This is an optimization exercise on Yosys and OpenROAD, whose aim is small area, not a production implementation.
No activity file was given, so power comes from the tool's default toggle rates.

==> flow/design.v <==
module adder #
(
  parameter ADDER_BITS = 8
)
(
  input                         clock,
  input                         reset,
  input                         rd_fire,
  input                         rd_first,
  input        [ADDER_BITS-1:0] rd_data,
  output       [ADDER_BITS-1:0] c_data
);
  logic [ADDER_BITS-1:0] acc;
  always_ff @(posedge clock)
    if (reset)
      acc <= 'd0;
    else if (rd_fire)
      acc <= (rd_first ? '0 : acc) + rd_data;
  assign c_data = acc;
endmodule
module csr #
 (parameter HOST_ADDR_BITS = 8,
  parameter HOST_DATA_BITS = 32
)
(
  input                         clock,
  input                         reset,
  input                         host_req_valid,
  input                         host_req_opcode,
  input    [HOST_ADDR_BITS-1:0] host_req_addr,
  input    [HOST_DATA_BITS-1:0] host_req_value,
  output                        host_req_deq,
  output                        host_resp_valid,
  output logic [HOST_DATA_BITS-1:0] host_resp_bits,
  output                        launch,
  input                         finish,
  input    [HOST_DATA_BITS-1:0] cycles,
  output   [HOST_DATA_BITS-1:0] length,
  output   [HOST_DATA_BITS-1:0] a_addr,
  output   [HOST_DATA_BITS-1:0] b_addr,
  output   [HOST_DATA_BITS-1:0] c_addr
);
  localparam NUM_REG = 6;
  logic rsp;
  always_ff @(posedge clock)
    if (reset)
      rsp <= 1'b0;
    else
      rsp <= host_req_valid & ~host_req_opcode & ~rsp;
  assign host_req_deq = host_req_valid & ~rsp;
  logic [HOST_DATA_BITS-1:0] rf [NUM_REG-1:0];
  logic        [NUM_REG-1:0] sel;
  logic [HOST_DATA_BITS-1:0] wdata;
  logic                      done;
  assign wdata = reset ? '0 : finish ? cycles : host_req_value;
  genvar i;
  for (i = 0; i < NUM_REG; i++) begin : g_reg
    wire hit = host_req_valid & ~rsp & (host_req_addr == i*4);
    wire wen = hit & host_req_opcode;
    always_ff @(posedge clock)
      if (reset)
        sel[i] <= 1'b0;
      else
        sel[i] <= hit & ~host_req_opcode;
    if (i == 0) begin : g_ctrl
      always_ff @(posedge clock)
        if (reset)
          done <= 1'b0;
        else if (finish)
          done <= 1'b1;
        else if (wen)
          done <= 1'b0;
      always_ff @(posedge clock)
        if (reset | wen)
          rf[i] <= wdata;
    end else if (i == 1) begin : g_cycles
      always_ff @(posedge clock)
        if (reset | finish | wen)
          rf[i] <= wdata;
    end else begin : g_plain
      always_ff @(posedge clock)
        if (reset | wen)
          rf[i] <= wdata;
    end
  end
  logic sel0_val, sel0_done;
  assign sel0_val = sel[0] & ~done;
  assign sel0_done = sel[0] & done;
  always_comb begin
    host_resp_bits = (rf[0] & {HOST_DATA_BITS{sel0_val}})
                   | {{(HOST_DATA_BITS-2){1'b0}}, sel0_done, 1'b0};
    for (int k = 1; k < NUM_REG; k++)
      host_resp_bits = host_resp_bits | (rf[k] & {HOST_DATA_BITS{sel[k]}});
  end
  assign host_resp_valid = rsp;
  assign launch = rf[0][0] & ~done;
  assign length = rf[2];
  assign a_addr = rf[3];
  assign b_addr = rf[4];
  assign c_addr = rf[5];
endmodule
module mmu #
(
  parameter MEM_LEN_BITS = 8,
  parameter MEM_ADDR_BITS = 32,
  parameter HOST_DATA_BITS = 32
)
(
  input                         clock,
  input                         reset,
  output                        mem_req_valid,
  output                        mem_req_opcode,
  output     [MEM_LEN_BITS-1:0] mem_req_len,
  output    [MEM_ADDR_BITS-1:0] mem_req_addr,
  output                        mem_wr_valid,
  input                         mem_rd_valid,
  output                        mem_rd_ready,
  input                         launch,
  output                        finish,
  output   [HOST_DATA_BITS-1:0] cycles,
  input    [HOST_DATA_BITS-1:0] length,
  input    [HOST_DATA_BITS-1:0] a_addr,
  input    [HOST_DATA_BITS-1:0] b_addr,
  input    [HOST_DATA_BITS-1:0] c_addr,
  output                        rd_fire,
  output                        rd_first
);
  typedef enum logic [2:0] {IDLE   = 3'b000,
                            REQ_A  = 3'b001,
                            DATA_A = 3'b010,
                            REQ_B  = 3'b011,
                            DATA_B = 3'b110,
                            REQ_C  = 3'b101,
                            DATA_C = 3'b111,
                            FIN    = 3'b100} state_t;
  state_t nstate, cstate;
  logic [HOST_DATA_BITS-1:0] cnt;
  logic [HOST_DATA_BITS-1:0] cnt_inc;
  logic [HOST_DATA_BITS-1:0] cyc;
  logic                      last;
  assign cnt_inc = cnt + 1'b1;
  assign last = cnt_inc == length;
  always_ff @(posedge clock)
    if (reset)
      cstate <= IDLE;
    else
      cstate <= nstate;
  always_comb begin
    nstate = cstate;
    case (cstate)
      IDLE:   if (launch) nstate = REQ_A;
      REQ_A:  nstate = DATA_A;
      DATA_A: if (mem_rd_valid) nstate = REQ_B;
      REQ_B:  nstate = DATA_B;
      DATA_B: if (mem_rd_valid) nstate = REQ_C;
      REQ_C:  nstate = DATA_C;
      DATA_C: if (last) nstate = FIN; else nstate = REQ_A;
      FIN:    nstate = IDLE;
      default: ;
    endcase
  end
  always_ff @(posedge clock)
    if (reset | cstate == IDLE)
      cnt <= '0;
    else if (cstate == DATA_C)
      cnt <= cnt_inc;
  always_ff @(posedge clock)
    if (reset | cstate == IDLE)
      cyc <= '1;
    else
      cyc <= cyc + 1'b1;
  assign cycles = cyc;
  assign finish = cstate == FIN;
  logic [HOST_DATA_BITS-1:0] base;
  assign base = (cstate == REQ_A) ? a_addr
              : (cstate == REQ_B) ? b_addr
              : c_addr;
  assign mem_req_valid = (cstate == REQ_A) | (cstate == REQ_B) | (cstate == REQ_C);
  assign mem_req_opcode = cstate == REQ_C;
  assign mem_req_len = 'd0;
  assign mem_req_addr = base + cnt;
  assign mem_rd_ready = (cstate == DATA_A) | (cstate == DATA_B);
  assign mem_wr_valid = cstate == DATA_C;
  assign rd_fire = mem_rd_ready & mem_rd_valid;
  assign rd_first = cstate == DATA_A;
endmodule
module accel #
( parameter HOST_ADDR_BITS = 8,
  parameter HOST_DATA_BITS = 32,
  parameter MEM_LEN_BITS = 8,
  parameter MEM_ADDR_BITS = 32,
  parameter MEM_DATA_BITS = 64
)
(
  input                         clock,
  input                         reset,
  input                         host_req_valid,
  input                         host_req_opcode,
  input    [HOST_ADDR_BITS-1:0] host_req_addr,
  input    [HOST_DATA_BITS-1:0] host_req_value,
  output                        host_req_deq,
  output                        host_resp_valid,
  output   [HOST_DATA_BITS-1:0] host_resp_bits,
  output                        mem_req_valid,
  output                        mem_req_opcode,
  output     [MEM_LEN_BITS-1:0] mem_req_len,
  output    [MEM_ADDR_BITS-1:0] mem_req_addr,
  output                        mem_wr_valid,
  output    [MEM_DATA_BITS-1:0] mem_wr_bits,
  input                         mem_rd_valid,
  input     [MEM_DATA_BITS-1:0] mem_rd_bits,
  output                        mem_rd_ready
);
  localparam ADDER_BITS = 8;
  logic                      launch;
  logic                      finish;
  logic [HOST_DATA_BITS-1:0] cycles;
  logic [HOST_DATA_BITS-1:0] length;
  logic [HOST_DATA_BITS-1:0] a_addr;
  logic [HOST_DATA_BITS-1:0] b_addr;
  logic [HOST_DATA_BITS-1:0] c_addr;
  logic                      rd_fire;
  logic                      rd_first;
  logic     [ADDER_BITS-1:0] c_data;
  csr #
  (
    .HOST_ADDR_BITS(HOST_ADDR_BITS),
    .HOST_DATA_BITS(HOST_DATA_BITS)
  )
  c
  (
    .clock           (clock),
    .reset           (reset),
    .host_req_valid  (host_req_valid),
    .host_req_opcode (host_req_opcode),
    .host_req_addr   (host_req_addr),
    .host_req_value  (host_req_value),
    .host_req_deq    (host_req_deq),
    .host_resp_valid (host_resp_valid),
    .host_resp_bits  (host_resp_bits),
    .launch          (launch),
    .finish          (finish),
    .cycles          (cycles),
    .length          (length),
    .a_addr          (a_addr),
    .b_addr          (b_addr),
    .c_addr          (c_addr)
  );
  adder #
  (
    .ADDER_BITS(ADDER_BITS)
  )
  a
  (
    .clock    (clock),
    .reset    (reset),
    .rd_fire  (rd_fire),
    .rd_first (rd_first),
    .rd_data  (mem_rd_bits[ADDER_BITS-1:0]),
    .c_data   (c_data)
  );
  mmu #
  (
    .MEM_LEN_BITS(MEM_LEN_BITS),
    .MEM_ADDR_BITS(MEM_ADDR_BITS),
    .HOST_DATA_BITS(HOST_DATA_BITS)
  )
  m
  (
    .clock          (clock),
    .reset          (reset),
    .mem_req_valid  (mem_req_valid),
    .mem_req_opcode (mem_req_opcode),
    .mem_req_len    (mem_req_len),
    .mem_req_addr   (mem_req_addr),
    .mem_wr_valid   (mem_wr_valid),
    .mem_rd_valid   (mem_rd_valid),
    .mem_rd_ready   (mem_rd_ready),
    .launch         (launch),
    .finish         (finish),
    .cycles         (cycles),
    .length         (length),
    .a_addr         (a_addr),
    .b_addr         (b_addr),
    .c_addr         (c_addr),
    .rd_fire        (rd_fire),
    .rd_first       (rd_first)
  );
  assign mem_wr_bits = {{(MEM_DATA_BITS-ADDER_BITS){1'b0}}, c_data};
endmodule
clock: 5.0 ns
lec_check: 0
cap_margin: 20
core_margin: 2
core_utilization: 60
slew_margin: 20
standard.sh (not shown) runs the stock make flow with config.mk's settings and CLKGATE_MAP_FILE= SYNTH_SCRIPT=/design/flow/synth_recipe.tcl, a recipe that flattens the netlist after the stock synthesis.
==> flow/flow/run.sh <==
#!/bin/bash
set -euo pipefail
bash standard.sh BUFFER_PORTS_ARGS="-buffer_cell sky130_fd_sc_hd__buf_1" finish > standard.log 2>&1
The starting point passed the timing, DRC and antenna checks.
Edit:
--- a/flow/design.v
+++ b/flow/design.v
@@ -176,11 +176,23 @@
               : (cstate == REQ_B) ? b_addr
               : c_addr;
   assign mem_req_valid = (cstate == REQ_A) | (cstate == REQ_B) | (cstate == REQ_C);
   assign mem_req_opcode = cstate == REQ_C;
   assign mem_req_len = 'd0;
-  assign mem_req_addr = base + cnt;
+  logic [HOST_DATA_BITS-1:0] ap, gg, pp;
+  always_comb begin
+    ap = base ^ cnt;
+    gg = base & cnt;
+    pp = ap;
+    for (int l = 0; l < $clog2(HOST_DATA_BITS); l++)
+      for (int i = 0; i < HOST_DATA_BITS; i++)
+        if (((i >> l) & 1) == 1) begin
+          gg[i] = gg[i] | (pp[i] & gg[((i >> l) << l) - 1]);
+          pp[i] = pp[i] & pp[((i >> l) << l) - 1];
+        end
+  end
+  assign mem_req_addr = ap ^ {gg[HOST_DATA_BITS-2:0], 1'b0};
   assign mem_rd_ready = (cstate == DATA_A) | (cstate == DATA_B);
   assign mem_wr_valid = cstate == DATA_C;
   assign rd_fire = mem_rd_ready & mem_rd_valid;
   assign rd_first = cstate == DATA_A;
 endmodule
What happened:
- The changed run finished but failed the layout checks on setup timing
- total power is higher by 2.1%
- worst hold slack loses 0.0099 ns
- count of clock-buffer cells in the layout is unchanged
- wire length is lower by 0.91%
- sequential power barely changes
- via count is lower by 3.3%
- core utilization is higher by 1.2 points
- global-route usage is higher by 0.49 points
- design area is higher by 1.1%
- synthesized area is lower by 1.3%
- clock skew is lower by 0.0049 ns
No functional check of the RTL was part of any run of this note.

## what the ideal ports hide
The flow's constraints put no driver on any port. The routed layouts listed below were extracted and timed again, unchanged, in two steps.
Step 1 sets driving cells, clkbuf_16 on the clock port and buf_2 on the other inputs (assumed; they add their load-dependent delay and slew).
Step 2 also shifts input and output timing later by t, the mid clock arrival at the registers, as if the neighbouring blocks saw the same clock.
Three values: ideal, step 1, step 2; two values: the first two.
run	t, ns	setup WS [ns]	worst slew at a driven data input, ns
the first run	0.585	0.192 / 0.142 / 0.728	0.05
the second run	0.603	-0.084 / -0.134 / 0.469	0.05
